What follows belongs to an exercise in optimizing a design on an open flow for small area and a short achievable clock period; a production flow would make more cautious choices. No functional check of the RTL was part of any run shown here.

==> flow/design.v, too long to show whole: its modules and the start of the top module <==
// module mul_s1: 531 lines
// module mul_s2: 408 lines
// module booth8_enc: 62 lines
// module FLP_multiplier_4: 47 lines
module FLP_multiplier_4(
    input [31:0] A,
    input [31:0] B,
    input rst,
    input clk,
    output [31:0] result
);
  // ...
==> flow/flow/run.sh <==
#!/bin/bash
set -o pipefail
bash standard.sh ADDER_MAP_FILE= "BUFFER_PORTS_ARGS=-buffer_cell sky130_fd_sc_hd__buf_2" finish > flow_make.log 2>&1
==> flow/standard.sh <==
#!/bin/bash
# synth_recipe.tcl (not shown) runs the flow's synth.tcl, then flattens the netlist and writes it again
# the make line also repeats each setting of config.mk as NAME=value (left out here)
make -C /OpenROAD-flow-scripts/flow DESIGN_CONFIG=/design/flow/config.mk WORK_HOME=/design/flow/orfs CLKGATE_MAP_FILE= SYNTH_SCRIPT=/design/flow/synth_recipe.tcl "${@:-finish}"
==> flow/config.mk <==
export PLATFORM = sky130hd
export DESIGN_NAME = FLP_multiplier_4
export DESIGN_NICKNAME = FLP_multiplier_4
export VERILOG_FILES = /design/flow/design.v
export SDC_FILE = /design/flow/constraint.sdc
export NUM_CORES = 4
export LEC_CHECK = 0
export CAP_MARGIN = 20
export CORE_MARGIN = 2
export CORE_UTILIZATION = 40
export SETUP_SLACK_MARGIN = 3.5
export SLEW_MARGIN = 20
==> flow/constraint.sdc <==
create_clock -name core_clock -period 7.0 [get_ports {clk}]
set_input_delay 1.4000 -clock core_clock [delete_from_list [all_inputs] [get_ports {clk}]]
set_output_delay 1.4000 -clock core_clock [all_outputs]
set_load 0.01 [all_outputs]
==> impl_metrics.py, run 1 <==
metrics = {
    "run_status": {
        "status": "no timing/DRC/antenna violations",
    },
    "finish": {
        "multi_input_area_share_pct": 65.5,
        "layout_commonest_cell": "sky130_fd_sc_hd__xnor2_1",
        "clockNetworkAreaShare_pct": 3.91,
        "post-route-util_pct": 47.2,
        "antenna_cells_inserted": 0,
        "seqAreaFraction_pct": 20.3,
    },
    "logic_synthesis": {
        "synth.cells.most_frequent": "sky130_fd_sc_hd__xnor2_1 (499), sky130_fd_sc_hd__dfxtp_1 (256), sky130_fd_sc_hd__clkbuf_1 (179)",
        "yosys_most_used_dff": "sky130_fd_sc_hd__dfxtp_1",
        "synth_area_in_adders_pct": 7.76,
        "yosys.area_share.simple_pct": 9.73,
        "synth-edff-count": 0,
    },
    "setup_path": {
        "cp-endpoint": "r3[21]$_DFF_P_",
        "critical_path_buf_inv_count": 2,
        "critPathLaunch": "z2[32]$_DFF_P_",
        "worst_r2r_path_depth": 13,
        "critical_path.startpoint_type": "register",
        "worstReg2RegEnd": "r3[21]$_DFF_P_",
        "crit_path_end_kind": "register",
    },
    "clocking": {
        "root_buffer": "sky130_fd_sc_hd__clkbuf_16",
        "htree_num_levels": 1,
        "cts.path.max_buffers": 3,
    },
    "global_routing": {
        "grt_start_max_net_pins": 31,
        "grt_util_met2_pct": 39.1,
        "first_global_vias": 18900,
    },
    "placement": {
        "pre_cts_slack_ns": 2.07,
    },
    "floorplan": {
        "dieWidth_um": 236,
        "rows": 85,
    },
    "drt": {
        "via_count": 19700,
    },
    "hold_path": {
        "min_delay_worst_endpoint": "sg2$_DFF_P_",
    },
    "sta": {
        "setup_violators_final": 0,
    },
}
==> module FLP_multiplier_4, before the edit <==
module FLP_multiplier_4(
    input [31:0] A,
    input [31:0] B,
    input rst,
    input clk,
    output [31:0] result
);
    reg [22:0] a1, b1;
    reg s1;
    reg [7:0] ea1, eb1;
    always @(posedge clk) begin
        a1 <= A[22:0];
        b1 <= B[22:0];
        ea1 <= A[30:23];
        eb1 <= B[30:23];
        s1 <= A[31] ^ B[31];
    end
    wire [7:0] e1 = ea1 + eb1 + 8'd129;
    wire [25:0] a3_0 = {2'b01, A[22:0]} + {1'b1, A[22:0], 1'b0};
    reg [25:0] a3_1;
    always @(posedge clk) a3_1 <= a3_0;
    wire [39:0] dg0;
    booth8_enc enc(.b(B[22:0]), .dg(dg0));
    reg [39:0] dg1;
    always @(posedge clk) dg1 <= dg0;
    wire [110:0] z;
    wire zc;
    mul_s1 st1(.a(a1), .a3(a3_1), .dg(dg1), .z(z), .cout(zc));
    reg [110:0] z2;
    reg c2;
    reg [7:0] e2;
    reg sg2;
    always @(posedge clk) begin
        z2 <= z;
        c2 <= zc;
        e2 <= e1;
        sg2 <= s1;
    end
    wire hi;
    wire [22:0] m, ml, mh;
    mul_s2 st2(.z(z2), .cin(c2), .hi(hi), .ml(ml), .mh(mh), .m(m));
    wire [7:0] e2i = e2 + 8'd1;
    wire [7:0] e = hi ? e2i : e2;
    reg [31:0] r3;
    always @(posedge clk) r3 <= {sg2, e, m};
    assign result = r3;
endmodule
==> inputs of run 2 (changes only) <==
--- a/flow/design.v
+++ b/flow/design.v
@@ -1042,7 +1042,15 @@
     mul_s2 st2(.z(z2), .cin(c2), .hi(hi), .ml(ml), .mh(mh), .m(m));
     wire [7:0] e2i = e2 + 8'd1;
-    wire [7:0] e = hi ? e2i : e2;
-    reg [31:0] r3;
-    always @(posedge clk) r3 <= {sg2, e, m};
-    assign result = r3;
+    reg [22:0] ml3, mh3;
+    reg [7:0] e3, e3i;
+    reg hi3, sg3;
+    always @(posedge clk) begin
+        ml3 <= ml;
+        mh3 <= mh;
+        e3 <= e2;
+        e3i <= e2i;
+        hi3 <= hi;
+        sg3 <= sg2;
+    end
+    assign result = {sg3, hi3 ? e3i : e3, hi3 ? mh3 : ml3};
 endmodule
==> run 2 against run 1 <==
  * Clock-buffer cell count grew 1
  * Still clean
  * Cell area down 3.8%
  * Synthesized cell count grew 0.48%
  * Die area grew 2.6%
  * Routed wire length shrank 6.4%
  * Area after synthesis up 2.6%
  * Core utilization fell by 2.9 points
  * Final cell count increased by 0.12%
  * Worst hold slack worse by 0.0020 ns
==> impl_metrics.py, run 2 <==
metrics = {
    "run_status": {
        "status": "no timing/DRC/antenna violations",
    },
    "sta": {
        "finalWorstPathRequiredPeriod_ns": 3.41,
        "hold_viol": 0,
        "hold-worst-slack_ns": 0.326,
        "fin_skew_ns": 0.0137,
        "max_slew.worst_pin.slew_ns": 1.18,
        "setup_violators_final": 0,
        "tightest_slew_margin_relative_to_the_limit_pct": 21.4,
        "slew_violations": 0,
        "final.setup.tns_ns": 0,
        "maxClockFrequency_mhz": 293,
        "finalCritPeriodShare_pct": 48.7,
        "rsz0062_at_grt": "true",
        "timing.final.ws_setup_ns": 3.59,
    },
    "logic_synthesis": {
        "ys_top_cells_by_area": "sky130_fd_sc_hd__dfxtp_1 (26%), sky130_fd_sc_hd__xnor2_1 (19%), sky130_fd_sc_hd__maj3_1 (6.8%), sky130_fd_sc_hd__a221oi_1 (6.6%), sky130_fd_sc_hd__a22o_1 (6.2%)",
        "syn_nets": 2564,
        "ys_seq_area_share_pct": 26.0,
        "ys_seq_elements": 288,
        "unique_cell_type_count_in_the_yosys_netlist": 82,
        "yosys_most_used_dff": "sky130_fd_sc_hd__dfxtp_1",
        "postSynth.asyncResetShare_pct": 0,
        "syn_area_per_cell_um2": 8.87,
        "synth_top_cell_by_area": "sky130_fd_sc_hd__dfxtp_1",
        "synthCells": 2498,
        "post_synthesis_cell_area_um2": 22200,
        "synth.cells.most_frequent": "sky130_fd_sc_hd__xnor2_1 (486), sky130_fd_sc_hd__dfxtp_1 (288), sky130_fd_sc_hd__a221oi_1 (166)",
        "synth_top_cell_area_share_pct": 26.0,
        "synth-edff-count": 0,
        "synthesis.yosys.warnings": 1,
        "synth_most_common_cell": "sky130_fd_sc_hd__xnor2_1",
    },
    "global_routing": {
        "grt.busiest_layer": "met2",
        "grt_util_met2_pct": 34.7,
        "globalRouteMet3Util_pct": 4.55,
        "grt_antenna_before_repair": 0,
        "grt_start_max_net_pins": 32,
        "grt.overflow.total": 0,
        "global_route.usage.total_pct": 22.3,
        "first_global_vias": 18000,
        "met1_usage_pct": 30.0,
        "grt_pass1_wl_um": 101000,
    },
    "clocking": {
        "clock_insertion_delay_worst_skew_ns": 0.58,
        "root_buffer": "sky130_fd_sc_hd__clkbuf_16",
        "tritoncts.num_buffers": 30,
        "htree_num_levels": 1,
        "cts.path.max_buffers": 3,
        "cts_tree": "done",
        "cts_num_sinks": 288,
        "clk_transition_reported_paths_ns": 0.06,
    },
    "finish": {
        "nNetsFinal": 2536,
        "multi_input_comb_area_um2": 15500,
        "seqCellArea_um2": 5770,
        "layout_commonest_cell": "sky130_fd_sc_hd__xnor2_1",
        "layout.cell_area.non_filler_um2": 24300,
        "layout_overhead_on_the_synthesized_area_pct": 9.70,
        "max_flop_register": "z2",
        "layout.filler_cells": 5377,
        "largest_register_ff_count": 110,
        "drive_above_1_share_pct": 11.9,
        "antenna_cells_inserted": 0,
        "final_cell_mix": "sky130_fd_sc_hd__xnor2_1 (485), sky130_fd_sc_hd__dfxtp_1 (288), sky130_fd_sc_hd__a221oi_1 (165)",
        "finalNonFillerCells": 3238,
        "top_regs": "z2 x110, dg1 x39, a3_1 x25",
    },
    "run": {
        "maxcap_viol_count": 0,
    },
    "setup_path": {
        "worstPathArrival_ns": 3.88,
        "worstReg2RegEnd": "mh3[6]$_DFF_P_",
        "crit_path_end_kind": "register",
        "ff2ff_setup_slack_ns": 3.66,
        "worst-path-max-fanout": 10,
        "r2r_path_start": "z2[16]$_DFF_P_",
        "timing.critical_path.required_ns": 7.47,
        "critical_path.startpoint_type": "input port",
        "worst_r2r_path_depth": 10,
        "timing.setup.critical_path_class": "in2reg",
    },
    "drt": {
        "routed_via_density": 5.84,
        "detail_route.first_pass.iterations": 7,
        "drc": 0,
        "via_count": 18900,
        "detailedRoute.firstIterationViolations": 1842,
        "wirelength_um": 65400,
        "routed_wire_length_per_instance_um": 20.2,
        "drtAntennaViolNets": 0,
    },
    "floorplan": {
        "boundaryPins": 98,
        "rows": 86,
        "floorplan.die.height_um": 239,
        "area_of_the_die_um2": 57300,
        "initial_utilization_pct": 40.3,
        "dieWidth_um": 239,
        "total_core_area_um2": 55000,
    },
    "hold_path": {
        "timing.hold.worst.class": "reg2reg",
        "min_delay_worst_endpoint": "sg3$_DFF_P_",
        "timing.hold.worst_path_depth": 0,
        "hp-start": "sg2$_DFF_P_",
    },
    "placement": {
        "pre_cts_slack_ns": 2.98,
        "placement.cell_area_um2": 23200,
        "finalWeightedCongestion": 0.940,
        "port-buffer-count": 96,
        "place.detailed.instances": 3183,
        "detailedPlacementHpwl_um": 45700,
    },
}
run 2: changes by cell type in the layout (fill, tap and decap cells not counted), sizes merged, moves of 8 or more:
| cell | delta |
|---|---|
| buf | -61 |
| inv | -14 |
| maj3 | -12 |
| nand2 | +22 |
| o21a | -8 |
| nand3 | +22 |
| dfxtp | +32 |
| xnor2 | -15 |
| a21oi | -21 |
| mux2i | -17 |
| mux2 | +32 |
run 2: cell type report:
cell class / count / share of cell area (%)
clock buffer: 40 / 3.49
clock inverter: 12 / 0.705
inverter: 33 / 0.509
multi-input combinational: 1961 / 63.9
sequential: 288 / 23.7
tap: 748 / 3.85
timing repair buffer: 156 / 3.83
run 2: per-stage QoR:
stage	utilization (%)
floorplan	-
global placement	42.2
detailed placement	42.2
CTS	44.1
global route	44.2
finish	44.2
run 2: worst max path at each step:
stage	from	to	slack [ns]	cells after the start
floorplan	A[3]	a3_1[19]$_DFF_P_	3.45	11
CTS	z2[34]$_DFF_P_	mh3[19]$_DFF_P_	3.47	10
global placement	A[5]	a3_1[19]$_DFF_P_	3.04	11
detailed placement	A[5]	a3_1[19]$_DFF_P_	2.98	11
finish	A[1]	a3_1[23]$_DFF_P_	3.59	11
global route	z2[14]$_DFF_P_	mh3[6]$_DFF_P_	3.46	10
run 2: critical path: stages:
cell	delay, ns
sky130_fd_sc_hd__buf_2	0.16
sky130_fd_sc_hd__a21o_1	0.21
sky130_fd_sc_hd__a221o_1	0.38
sky130_fd_sc_hd__a21oi_2	0.22
sky130_fd_sc_hd__nor3_1	0.11
sky130_fd_sc_hd__a311oi_1	0.41
sky130_fd_sc_hd__a21oi_1	0.16
sky130_fd_sc_hd__nor2_2	0.22
sky130_fd_sc_hd__o21ai_0	0.14
sky130_fd_sc_hd__a21o_1	0.19
sky130_fd_sc_hd__mux2_2	0.25
run 2: cells by family after synthesis:
| logic type | count (synthesis) | share of synthesized area (%) |
|---|---|---|
| AND/OR/NAND/NOR | 479 | 10.3 |
| multiplexers | 37 | 1.86 |
| flip-flops | 288 | 26.0 |
| adder cells (fa/ha/maj) | 155 | 7.02 |
| AO/OA/AOI/OAI | 646 | 22.3 |
| buffers and inverters | 249 | 4.32 |
| XOR/XNOR | 644 | 28.2 |
run 2: what timing repair did:
item                       CTS  global route
resized for setup            7             8
setup endpoints to repair   28            24
hold buffers                 0             0
pin swaps                    0             2
setup buffers                0             3
run 2: per-layer routing:
layer / up-vias / wire length, um
li1: 8967 / -
met1: 8796 / 28300
met2: 982 / 28100
met3: 174 / 6360
met4: 0 / 2560
met5: - / 0

[separate check: timing with driven ports]
No port has a modelled driver above. Below, the same layouts with a new extraction and two added sets of constraints. Step 1 assumes that a clkbuf_16 drives the clock port and a buf_2 every other input. Step 2, shift: input delay + t, output delay - t, t = (earliest + latest rising clock arrival at the registers) / 2. This alone moves slack from input paths to output paths. Three values: ideal ports, drivers, drivers and shift; two values: the first two.
run | shift t [ns] | setup WS [ns] | hold WS [ns] | worst setup path at the end | worst register clock-pin slew, ns
run 1 | 0.639 | 3.343 / 3.343 / 2.995 | 0.328 / 0.328 / 0.328 | input to register | 0.06 / 0.06
run 2 | 0.633 | 3.589 / 3.612 / 2.979 | 0.326 / 0.326 / 0.326 | input to register | 0.07 / 0.07
After both steps setup and hold are still met in every run listed. The setup slack of run 2, which loses most, moves by +0.023 ns with the drivers and by -0.610 ns with both steps.
